What follows belongs to an exercise in optimizing a design on an open flow for small area and a short achievable clock period; a production flow would make more cautious choices. Function was checked by simulation only, so behaviour that the tests miss may differ from the original.

==> flow/design.v, too long to show whole: its modules and the start of the top module <==
// module ohs_boost_l2: 9200 lines
// module ohs_fa: 4 lines
// module ohs_ha: 4 lines
module ohs_boost_l2 #(
  parameter data_width = 32,
  parameter data_decimal = 22
)(
  input aclk,
  input resetn,
  input ce,
  input signed [data_width-1:0] kL,
  input signed [data_width-1:0] kRL,
  input signed [data_width-1:0] kC,
  input signed [data_width-1:0] kR,
  input signed [data_width-1:0] vdc,
  input S1_pwm,
  output wire signed [data_width-1:0] iL,
  output wire signed [data_width-1:0] vL,
  output wire signed [data_width-1:0] iC,
  output wire signed [data_width-1:0] vC,
  output wire signed [data_width-1:0] iLoad
);
  // ...
==> flow/run.sh <==
#!/bin/bash
# synth_recipe.tcl (not shown) runs the flow's synth.tcl, then flattens the netlist and writes it again
# the make line also repeats each setting of config.mk as NAME=value (left out here)
make -C /OpenROAD-flow-scripts/flow DESIGN_CONFIG=/design/flow/config.mk WORK_HOME=/design/flow/orfs CLKGATE_MAP_FILE= SYNTH_SCRIPT=/design/flow/synth_recipe.tcl finish
==> flow/config.mk <==
export PLATFORM = sky130hd
export DESIGN_NAME = ohs_boost_l2
export DESIGN_NICKNAME = ohs_boost_l2
export VERILOG_FILES = /design/flow/design.v
export SDC_FILE = /design/flow/constraint.sdc
export NUM_CORES = 4
export LEC_CHECK = 0
export ABC_AREA = 1
export CAP_MARGIN = 20
export CORE_MARGIN = 2
export CORE_UTILIZATION = 40
export SLEW_MARGIN = 20
export SYNTH_HIERARCHICAL = 1
export SYNTH_MINIMUM_KEEP_SIZE = 0
==> flow/constraint.sdc <==
create_clock -name core_clock -period 34.0 [get_ports {aclk}]
set_input_delay 6.8000 -clock core_clock [delete_from_list [all_inputs] [get_ports {aclk}]]
set_output_delay 6.8000 -clock core_clock [all_outputs]
set_load 0.01 [all_outputs]
==> results.cfg, run 1 <==
[sta]
whs_ps = 512
finalHoldViolations = 0
setup_viol = 0
rsz0062_at_grt = false
worst_pin_slew_ps = 1150

[yosys]
synth_flop_cell = dfxtp_1
async_reset_ff_frac = 0
ys_top_cells_by_count = 1,818 x xor2_1, 1,775 x fa_1, 1,711 x o22ai_1
synth.area.top_cells = fa_1 39%, xor2_1 18%, o22ai_1 12%, ha_1 5.8%, nand2_1 4.4%
syn_area_per_cell_um2 = 8.64
syn_nets = 12800
ys_types = 58
yosysSeqAreaShare = 0.0354
synth-xor-area-share = 0.177

[drt]
highest_layer = met5
firstDrtPassIters = 9
wl_per_cell_um = 30.6
drt-met1-wl_mm = 143
dr_total_vias = 84300

[floorplanning]
dieArea_mm2 = 0.230
tap_cells = 2992

[placement]
placed_cell_area_mm2 = 0.0960
dp_worst_setup_slack_ps = 5910
gp_congestion = 0.978
place_inst = 13100

[status]
outcome = finished clean

[grt]
grt_pass1_wl_mm = 588
grt_max_degree = 67
grtUsageTotal = 0.344

[setup_path]
path_class = primary input to output port
cpPeakStageDelay_ps = 890
critPathLaunch = kC[28]
crit_family = adder cells

[finish]
fin_nets = 12400
dominant-cell-class = multi-input gates
stdcell_count = 13100
layout_common_cells = 1,818 x xor2_1, 1,775 x fa_1, 1,711 x o22ai_1, 1,036 x nand2_1, 754 x inv_1
clk_share = 0.00663
n_antenna_cell = 2

[clock_network]
cts_buffers = 17
ctsHtreeMaxLevel = 4

[worst_hold_path]
hp-start = iL_1[1]
==> run 2, diff against run 1 <==
==> flow/flow/run.sh (new file) <==
#!/bin/bash
set -euo pipefail
MARGIN=9
bash standard.sh synth > synth.log 2>&1
bash standard.sh SETUP_SLACK_MARGIN=$MARGIN finish > layout.log 2>&1
==> flow/standard.sh (new file) <==
#!/bin/bash
# synth_recipe.tcl (not shown) runs the flow's synth.tcl, then flattens the netlist and writes it again
# the make line also repeats each setting of config.mk as NAME=value (left out here)
make -C /OpenROAD-flow-scripts/flow DESIGN_CONFIG=/design/flow/config.mk WORK_HOME=/design/flow/orfs CLKGATE_MAP_FILE= SYNTH_SCRIPT=/design/flow/synth_recipe.tcl "${@:-finish}"
removed: flow/run.sh
==> results.cfg, run 2 <==
[finish]
fin_nets = 12700
multi_input_area_mm2 = 0.0828
drive_gt1_frac = 0.129
stdcell_count = 13400
final_common_cell = xor2_1
layout.area.seq_mm2 = 0.00324
fin_area_mm2 = 0.103
fillers = 21300
layout_common_cells = 1,780 x xor2_1, 1,676 x fa_1, 1,638 x o22ai_1, 987 x nand2_1, 706 x inv_1
utilization = 0.459
area_growth_pct = 14.0

[sta]
finalCriticalPeriod_ps = 25160
fmax_ghz = 0.0397
fin_skew_ps = 39.3
drv_slew = 0
period_share = 0.740
whs_ps = 513
setup_ws_ps = 8840
worst_pin_slew_ps = 1170
rsz0062_at_grt = true
setup_viol = 0
slew_headroom = 0.219
finalHoldViolations = 0
setup_tns_ps = 0

[floorplanning]
pin_count = 324
core_mm2 = 0.225
dieArea_mm2 = 0.230
rows = 174
start_util = 0.402
die_w_um = 480
fp.dieH_um = 480

[grt]
busiest_layer = met2
overflow = 0
grt_max_degree = 67
grt_pass1_wl_mm = 611
grt_use_met3 = 0.128
antenna_found_initial = 15
grtUsageTotal = 0.359
grtUsageMet1 = 0.435
grt_pass1_vias = 89300
grtUsageMet2 = 0.531

[setup_path]
worst-r2r-cell-count = 71
startpoint_type = primary input
required_ps = 27200
cpPeakStageDelay_ps = 600
worst_setup_path_end_kind = output port
crit_family = adder cells
critPathMaxFanout = 11
regToRegStartpoint = iC_r[9]
path_common_cell = fa_1
rr_endpoint = iC_r[18]
critPathSlowestCell = fa_1
path_class = primary input to output port
worst-path-stages = 43
critical_path_arrival_ps = 18360
critPathLaunch = kC[30]
setup.worst_path.end = iLoad[30]
reg2reg_slack_ps = 17400
path_buf_inv = 8

[drt]
drt-initial-drc-count = 12300
dr_total_vias = 87000
wirelength_mm = 421
post-route-drc-count = 0
antenna_left = 0
firstDrtPassIters = 9
wl_per_cell_um = 31.5
via_per_inst = 6.50

[placement]
place_inst = 13100
dp_worst_setup_slack_ps = 5910
port_buffers = 323
gp_congestion = 0.978
place_hpwl_mm = 279
placed_cell_area_mm2 = 0.0960

[clock_network]
cts_hold_buf = 0
root_buffer = clkbuf_16
cts_buffers = 17
clk_pin_slew_worst_paths_ps = 100
clkSinkCount = 160
cts_tree = done
clockBufferDepth = 2
clock_latency_ps = 540
ctsHtreeMaxLevel = 4

[yosys]
syn_area_per_cell_um2 = 8.64
syn_inst = 10500
async_reset_ff_frac = 0
ys_top_cells_by_count = 1,818 x xor2_1, 1,775 x fa_1, 1,711 x o22ai_1
syn_nets = 12800
yosysWarningCount = 7
synth_top_area_frac = 0.393
synth_seq_cells = 160
netlist_area_mm2 = 0.0905
ys_types = 58
synth-edff-count = 0
yosysMostFrequentCell = xor2_1
synth_flop_cell = dfxtp_1
synth_area_leader_cell = fa_1
yosysSeqAreaShare = 0.0354
synth.area.top_cells = fa_1 39%, xor2_1 18%, o22ai_1 12%, ha_1 5.8%, nand2_1 4.4%

[worst_hold_path]
holdCritPathClass = flop to flop

[flow_run]
max_cap_viol_count = 0

[status]
outcome = finished clean
-- run 2: cell counts after synthesis --
No cell type changed its count.
-- run 2: kinds of logic after synthesis --
| family | share of synthesized area |
|---|---|
| buffers and inverters | 0.0795 |
| AND/OR/NAND/NOR | 0.0844 |
| flip-flops | 0.0354 |
| adder cells (fa/ha/maj) | 0.451 |
| AO/OA/AOI/OAI | 0.172 |
| XOR/XNOR | 0.177 |
-- run 2: layout make-up --
type | count | area share
multi-input cells | 8465 | 0.803
repair buffers | 916 | 0.0923
well taps | 2992 | 0.0363
flip-flops and latches | 160 | 0.0314
inverters | 797 | 0.0300
clock buffers | 18 | 0.00426
clock inverters | 14 | 0.00195
repair inverters | 7 | 0.000461
diodes | 10 | 0.000243
-- run 2: tightest hold or removal path: stages (launching register included) --
cell	delay, ps
dfxtp_1	360
o211ai_1	90
inv_1	50
-- run 2: how the worst min path moves through the flow --
stage / startpoint / endpoint / slack, ps / cells after the start
finish: iL_1[1] / iL_1[1] / 510 / 2
global route: vC_1[31] / vC_1[31] / 560 / 2
CTS: iL_1[1] / iL_1[1] / 520 / 2
detailed placement: iL_1[1] / iL_1[1] / 490 / 2
global placement: iL_1[1] / iL_1[1] / 490 / 2
floorplan: iL_1[0] / iL_1[0] / 460 / 2
-- run 2: timing repair --
| item | 4_1_cts | 5_1_grt |
|---|---|---|
| gates resized for setup | 545 | 336 |
| pin swaps | 138 | 176 |
| gates cloned | 51 | 3 |
| endpoints found under the setup margin | 32 | 30 |
| buffers inserted | 164 | 60 |
-- run 2: per-layer routing --
layer / wire length (um) / vias up
met5: 303 / -
met4: 37700 / 14
met3: 60000 / 2005
met2: 178000 / 7324
met1: 145000 / 42900
li1: - / 34800
-- run 2: per-module statistics from Yosys (local to each module, per instance) --
module	flip-flops and latches	cells
ohs_boost_l2	160	8552
ohs_ha	0	1
ohs_fa	0	1

what the ideal ports hide:
In the flow no input, the clock included, has a driving cell. The finished layouts below were timed again as built, in two steps. Step 1, drivers: a clkbuf_16 drives aclk and a buf_2 each remaining input, both assumed. Step 2 times the ports against the registers' clock, not the clock port: input delays grow and output delays shrink by t, the midpoint of the rising clock arrivals with the driver on. Slacks: ideal / step 1 / step 2; pairs: ideal / step 1.
| run | t, ns | setup WS [ns] | hold WS [ns] | latest minus earliest clock arrival (ns) | slew at the worst register clock pin (ns) |
|---|---|---|---|---|---|
| run 1 | 0.587 | 5.747 / 5.715 / 5.715 | 0.512 / 0.512 / 0.512 | 0.038 / 0.038 | 0.10 / 0.10 |
| run 2 | 0.591 | 8.842 / 8.804 / 8.804 | 0.513 / 0.513 / 0.513 | 0.041 / 0.041 | 0.10 / 0.10 |
After both steps setup and hold are still met in every run listed. For run 2, which loses most, drivers alone change the setup slack by -0.038 ns; drivers and shift together by -0.038 ns.
